Source: an optimization exercise on an open RTL-to-GDS flow (aim: small area, a short achievable clock period and few clock cycles per item). Production flows keep margins and buffers that such runs may drop.
RTL that was checked went through simulation tests only; none was proved equivalent to the original.
Power and IR drop assume default switching activity.

// mod_exponent
module mod_exponent #(parameter WIDTH = 64) (
    input wire clk_in,
    input wire rst_in,
    input wire [WIDTH-1:0] base,
    input wire [WIDTH-1:0] exponent,
    input wire [WIDTH-1:0] modulo,
    input wire [WIDTH-1:0] inv_modulo,
    input wire [WIDTH:0] R,
    input wire [WIDTH-1:0] start_product,
    input wire valid_in,
    input wire ready_in,
    output logic [WIDTH-1:0] c_out,
    output logic valid_out,
    output logic busy_out
    );
Size: roughly 300 flip-flops, about 460 I/O pins, ~21000 µm² of cells after synthesis.
clock: 10.0 ns
lec_check: 0
cap_margin: 20
core_margin: 2
core_utilization: 30
place_density: 0.4
slew_margin: 20
run.sh (not shown) runs the stock make flow with config.mk's settings and CLKGATE_MAP_FILE= SYNTH_SCRIPT=/design/flow/synth_recipe.tcl, a recipe that flattens the netlist after the stock synthesis.
==> next run, changes <==
--- a/flow/design.v
+++ b/flow/design.v
@@ -16,23 +16,23 @@
     );
     localparam TW = WIDTH + 4;
     logic [TW-1:0] s, c, r1, r2, r3, r4;
     logic [TW-1:0] s1, c1, s2, c2, s3, c3, s4, c4;
     logic [1:0] t, q;
     assign s  = {2'b00, s_in};
     assign c  = {2'b00, c_in};
     assign r1 = a_in[0] ? {4'b0000, b_in} : {TW{1'b0}};
     assign r2 = a_in[1] ? {3'b000, b_in, 1'b0} : {TW{1'b0}};
     assign t = s_in[1:0] + c_in[1:0] + {1'b0, e_in} + r1[1:0] + r2[1:0];
     assign q = {iter & (t[1] ^ (t[0] & ~n1_in)), iter & t[0]};
-    assign r3 = {{4{sub}}, (n_in & {WIDTH{q[0]}}) | (~n_in & {WIDTH{sub}})};
+    assign r3 = sub  ? {4'b1111, ~n_in} : (q[0] ? {4'b0000, n_in} : {TW{1'b0}});
     assign r4 = q[1] ? {3'b000, n_in, 1'b0} : {TW{1'b0}};
     assign s1 = s ^ c ^ r1;
     assign c1 = {(s[TW-2:0] & c[TW-2:0]) | (s[TW-2:0] & r1[TW-2:0]) | (c[TW-2:0] & r1[TW-2:0]), e_in};
     assign s2 = s1 ^ c1 ^ r2;
     assign c2 = {(s1[TW-2:0] & c1[TW-2:0]) | (s1[TW-2:0] & r2[TW-2:0]) | (c1[TW-2:0] & r2[TW-2:0]), sub};
     assign s3 = s2 ^ c2 ^ r3;
     assign c3 = {(s2[TW-2:0] & c2[TW-2:0]) | (s2[TW-2:0] & r3[TW-2:0]) | (c2[TW-2:0] & r3[TW-2:0]), 1'b0};
     assign s4 = s3 ^ c3 ^ r4;
     assign c4 = {(s3[TW-2:0] & c3[TW-2:0]) | (s3[TW-2:0] & r4[TW-2:0]) | (c3[TW-2:0] & r4[TW-2:0]), 1'b0};
     always_comb begin
         if (iter) begin
@@ -178,23 +178,26 @@
             end
             ST_SUB: state_n = (op == OP_CONV) ? ST_FIX : ST_SETTLE;
             ST_FIX: begin
                 if (settled) begin
                     ld_acc = !s_r[WIDTH+1];
                     state_n = ST_DONE;
                 end
             end
             ST_DONE: if (ready_in) state_n = ST_IDLE;
             default: state_n = ST_IDLE;
         endcase
-        if (rst_in) state_n = ST_IDLE;
+        if (rst_in) begin
+            state_n = ST_IDLE;
+            idx_n = 7'd63;
+        end
     end
     always_ff @(posedge clk_in) begin
         n_r <= modulo;
         bgrp <= base[{(state == ST_ITER) ? cnt2[4:2] : 3'd0, 3'b000} +: 8];
         grp <= exponent[{idx_n[5:3], 3'b000} +: 8];
         idx <= idx_n;
         state <= state_n;
         op <= op_n;
         iter_r <= state_n == ST_ITER;
         sub_r <= state_n == ST_SUB;
         a_r <= a_n;
After rerunning: Critical path depth drops by 4. Maximum frequency climbs by 7.0%. Worst setup slack is better by 310 ps. Via count drops by about 0.8%. Clock-buffer cell count drops by 8. Global-route usage drops by 0.55 points. Final area climbs by 0.69%. Die area hardly moves. Utilization climbs by 0.26 points. Total power climbs by about 7%. Final cell count climbs by 0.49%. Combinational power climbs by about 13%.
No functional check of the RTL was part of any run of this note.


Another version of the RTL of mod_exponent (not shown whole).
Size in the first run: roughly 2100 cells after synthesis, about 350 flip-flops.
==> module mod_exponent, before the edit <==
module mod_exponent #(parameter WIDTH = 64) (
    input wire clk_in,
    input wire rst_in,
    input wire [WIDTH-1:0] base,
    input wire [WIDTH-1:0] exponent,
    input wire [WIDTH-1:0] modulo,
    input wire [WIDTH-1:0] inv_modulo,
    input wire [WIDTH:0] R,
    input wire [WIDTH-1:0] start_product,
    input wire valid_in,
    input wire ready_in,
    output logic [WIDTH-1:0] c_out,
    output logic valid_out,
    output logic busy_out
    );
    localparam ST_IDLE = 3'd0, ST_SCAN = 3'd1, ST_ITER = 3'd2, ST_SETTLE = 3'd3,
               ST_FIX = 3'd4, ST_DONE = 3'd5, ST_SUB = 3'd6;
    localparam OP_SQ = 2'd0, OP_MUL = 2'd1, OP_CONV = 2'd2;
    logic [2:0] state;
    logic [1:0] op;
    logic [WIDTH-1:0] acc, n_r, b_r;
    logic [WIDTH+1:0] s_r, c_r;
    logic e_r;
    logic [1:0] a_r;
    logic [4:0] cnt;
    logic [6:0] idx, idx_n;      
    logic [7:0] grp;             
    logic [WIDTH+1:0] s_nx, c_nx;
    logic e_nx;
    logic iter, sub;
    multiplier #(.WIDTH(WIDTH)) step (
        .s_in(s_r), .c_in(c_r), .e_in(e_r), .a_in(a_r), .b_in(acc), .n_in(n_r),
        .n1_in(n_r[1]), .iter(iter), .sub(sub),
        .s_out(s_nx), .c_out(c_nx), .e_out(e_nx));
    logic [2:0] top_pos;
    mont_reduction lead (.x(grp), .pos(top_pos));
    assign c_out = acc;
    wire settled = (c_r == '0) && !e_r;
    wire ebit = grp[idx[2:0]];
    wire [WIDTH-1:0] res = s_r[WIDTH-1:0];
    logic fin_sq, fin_mul, fin_conv, need_sub;
    always_comb begin
        need_sub = s_r[WIDTH];
        fin_sq   = state == ST_SETTLE && settled && !need_sub && op == OP_SQ;
        fin_mul  = state == ST_SETTLE && settled && !need_sub && op == OP_MUL;
        fin_conv = state == ST_SETTLE && settled && !need_sub && op == OP_CONV;
    end
    always_comb begin
        iter = state == ST_ITER;
        sub  = state == ST_SUB;
    end
    always_comb begin
        idx_n = idx;
        case (state)
            ST_IDLE: idx_n = 7'd63;
            ST_SCAN: begin
                if (grp != 8'd0) idx_n = {1'b0, idx[5:3], top_pos} - 7'd1;
                else idx_n = idx - 7'd8;
            end
            ST_SETTLE: if ((fin_sq && !ebit) || fin_mul) idx_n = idx - 7'd1;
            default: ;
        endcase
    end
    always_ff @(posedge clk_in) begin
        n_r <= modulo;
        b_r <= base;
        grp <= exponent[{idx_n[5:3], 3'b000} +: 8];
        idx <= idx_n;
        s_r <= s_nx;
        c_r <= c_nx;
        e_r <= e_nx;
        if (rst_in) begin
            state <= ST_IDLE;
            busy_out <= 1'b0;
            valid_out <= 1'b0;
        end else begin
            case (state)
                ST_IDLE: begin
                    if (valid_in) begin
                        busy_out <= 1'b1;
                        state <= ST_SCAN;
                    end
                end
                ST_SCAN: begin
                    acc <= b_r;
                    s_r <= '0;
                    c_r <= '0;
                    e_r <= 1'b0;
                    cnt <= 5'd0;
                    if (grp != 8'd0) begin
                        state <= ST_ITER;
                        if (idx[5:3] == 3'd0 && top_pos == 3'd0) begin
                            op <= OP_CONV;
                            a_r <= 2'b01;
                        end else begin
                            op <= OP_SQ;
                            a_r <= b_r[1:0];
                        end
                    end else if (idx[5:3] == 3'd0) begin
                        op <= OP_CONV;
                        s_r <= {{(WIDTH+1){1'b0}}, 1'b1};
                        state <= ST_SETTLE;
                    end
                end
                ST_ITER: begin
                    cnt <= cnt + 5'd1;
                    if (cnt == 5'd31) begin
                        a_r <= 2'b00;
                        state <= ST_SETTLE;
                    end else begin
                        case (op)
                            OP_SQ:   a_r <= acc[{cnt + 5'd1, 1'b0} +: 2];
                            OP_MUL:  a_r <= b_r[{cnt + 5'd1, 1'b0} +: 2];
                            default: a_r <= 2'b00;
                        endcase
                    end
                end
                ST_SUB: begin
                    state <= (op == OP_CONV) ? ST_FIX : ST_SETTLE;
                end
                ST_SETTLE: begin
                    if (settled && need_sub) begin
                        state <= ST_SUB;
                    end else if (settled) begin
                        acc <= res;
                        cnt <= 5'd0;
                        if (op == OP_CONV) begin
                            state <= ST_SUB;
                        end else begin
                            s_r <= '0;
                            c_r <= '0;
                            e_r <= 1'b0;
                            state <= ST_ITER;
                            if (op == OP_SQ && ebit) begin
                                op <= OP_MUL;
                                a_r <= b_r[1:0];
                            end else if (idx[5:0] == 6'd0) begin
                                op <= OP_CONV;
                                a_r <= 2'b01;
                            end else begin
                                op <= OP_SQ;
                                a_r <= res[1:0];
                            end
                        end
                    end
                end
                ST_FIX: begin
                    if (settled) begin
                        if (!s_r[WIDTH+1]) acc <= res;
                        valid_out <= 1'b1;
                        busy_out <= 1'b0;
                        state <= ST_DONE;
                    end
                end
                ST_DONE: begin
                    if (ready_in) begin
                        valid_out <= 1'b0;
                        state <= ST_IDLE;
                    end
                end
                default: state <= ST_IDLE;
            endcase
        end
    end
endmodule
export LEC_CHECK = 0
export CAP_MARGIN = 20
export CORE_MARGIN = 2
export CORE_UTILIZATION = 30
export PLACE_DENSITY = 0.4
export SLEW_MARGIN = 20
create_clock -name core_clock -period 10.0 [get_ports {clk_in}]
The baseline completed without violations.
Rerun with:
--- a/flow/design.v
+++ b/flow/design.v
@@ -76,11 +76,11 @@
     output logic [WIDTH-1:0] c_out,
     output logic valid_out,
     output logic busy_out
     );
     localparam ST_IDLE = 3'd0, ST_SCAN = 3'd1, ST_ITER = 3'd2, ST_SETTLE = 3'd3,
-               ST_FIX = 3'd4, ST_DONE = 3'd5, ST_SUB = 3'd6;
+               ST_FIX = 3'd4, ST_DONE = 3'd5;
     localparam OP_SQ = 2'd0, OP_MUL = 2'd1, OP_CONV = 2'd2;
     logic [2:0] state;
     logic [1:0] op;
     logic [WIDTH-1:0] acc, n_r, b_r;
     logic [WIDTH+1:0] s_r, c_r;
@@ -109,11 +109,11 @@
         fin_mul  = state == ST_SETTLE && settled && !need_sub && op == OP_MUL;
         fin_conv = state == ST_SETTLE && settled && !need_sub && op == OP_CONV;
     end
     always_comb begin
         iter = state == ST_ITER;
-        sub  = state == ST_SUB;
+        sub  = (state == ST_SETTLE && settled && (need_sub || op == OP_CONV));
     end
     always_comb begin
         idx_n = idx;
         case (state)
             ST_IDLE: idx_n = 7'd63;
@@ -128,13 +128,10 @@
     always_ff @(posedge clk_in) begin
         n_r <= modulo;
         b_r <= base;
         grp <= exponent[{idx_n[5:3], 3'b000} +: 8];
         idx <= idx_n;
-        s_r <= s_nx;
-        c_r <= c_nx;
-        e_r <= e_nx;
         if (rst_in) begin
             state <= ST_IDLE;
             busy_out <= 1'b0;
             valid_out <= 1'b0;
         end else begin
@@ -165,10 +162,13 @@
                         s_r <= {{(WIDTH+1){1'b0}}, 1'b1};
                         state <= ST_SETTLE;
                     end
                 end
                 ST_ITER: begin
+                    s_r <= s_nx;
+                    c_r <= c_nx;
+                    e_r <= e_nx;
                     cnt <= cnt + 5'd1;
                     if (cnt == 5'd31) begin
                         a_r <= 2'b00;
                         state <= ST_SETTLE;
                     end else begin
@@ -177,21 +177,23 @@
                             OP_MUL:  a_r <= b_r[{cnt + 5'd1, 1'b0} +: 2];
                             default: a_r <= 2'b00;
                         endcase
                     end
                 end
-                ST_SUB: begin
-                    state <= (op == OP_CONV) ? ST_FIX : ST_SETTLE;
-                end
                 ST_SETTLE: begin
-                    if (settled && need_sub) begin
-                        state <= ST_SUB;
-                    end else if (settled) begin
+                    if (!settled || need_sub) begin
+                        s_r <= s_nx;
+                        c_r <= c_nx;
+                        e_r <= e_nx;
+                    end else begin
                         acc <= res;
                         cnt <= 5'd0;
                         if (op == OP_CONV) begin
-                            state <= ST_SUB;
+                            s_r <= s_nx;
+                            c_r <= c_nx;
+                            e_r <= e_nx;
+                            state <= ST_FIX;
                         end else begin
                             s_r <= '0;
                             c_r <= '0;
                             e_r <= 1'b0;
                             state <= ST_ITER;
@@ -207,11 +209,15 @@
                             end
                         end
                     end
                 end
                 ST_FIX: begin
-                    if (settled) begin
+                    if (!settled) begin
+                        s_r <= s_nx;
+                        c_r <= c_nx;
+                        e_r <= e_nx;
+                    end else begin
                         if (!s_r[WIDTH+1]) acc <= res;
                         valid_out <= 1'b1;
                         busy_out <= 1'b0;
                         state <= ST_DONE;
                     end
After rerunning: Cell area grows by 1.9%. Register-to-register slack is worse by 290 ps. Core utilization is about the same. Final cell count grows by 4.6%. Clock-buffer cell count grows by 10. Flip-flop and latch count does not change. Die area grows by 1.5%. Worst setup slack is worse by 290 ps. Via count is about the same.
Testbench counts after the change, summed over its fixed seeds: cycles 62,945, items 32.
For the first run of this note, only the layout was checked, not whether the RTL still works.

afterwards: timing with drivers on the ports:
In the flow no input, the clock included, has a driving cell. The finished layouts below were timed again as built, in two steps.
Step 1 assumes that a clkbuf_16 drives the clock port and a buf_2 every other input.
Step 2 moves the port delays by t, midway between the first and last clock arrival at a register: inputs arrive t later, outputs are due t later. That takes back most of the time a late clock gives input paths.
a / b / c = no drivers / after step 1 / after step 2; a / b = the first two.
run | shift t [ns] | slack for setup (ns) | worst setup path after step 2 | latest minus earliest clock arrival (ns) | worst slew at a driven data input, ns
the first run of note 1 | 0.632 | 5.190 / 5.190 / 5.190 | register to register | 0.021 / 0.022 | 0.07
the second run of note 1 | 0.634 | 5.504 / 5.534 / 4.900 | input to register | 0.021 / 0.020 | 0.09
the first run of note 2 | 0.634 | 4.882 / 4.882 / 4.699 | input to register | 0.020 / 0.020 | 0.09
the second run of note 2 | 0.637 | 4.596 / 4.596 / 4.596 | register to register | 0.022 / 0.021 | 0.11
After both steps setup and hold are still met in every run listed. The setup slack of the second run of note 1, which loses most, moves by +0.030 ns with the drivers and by -0.604 ns with both steps.
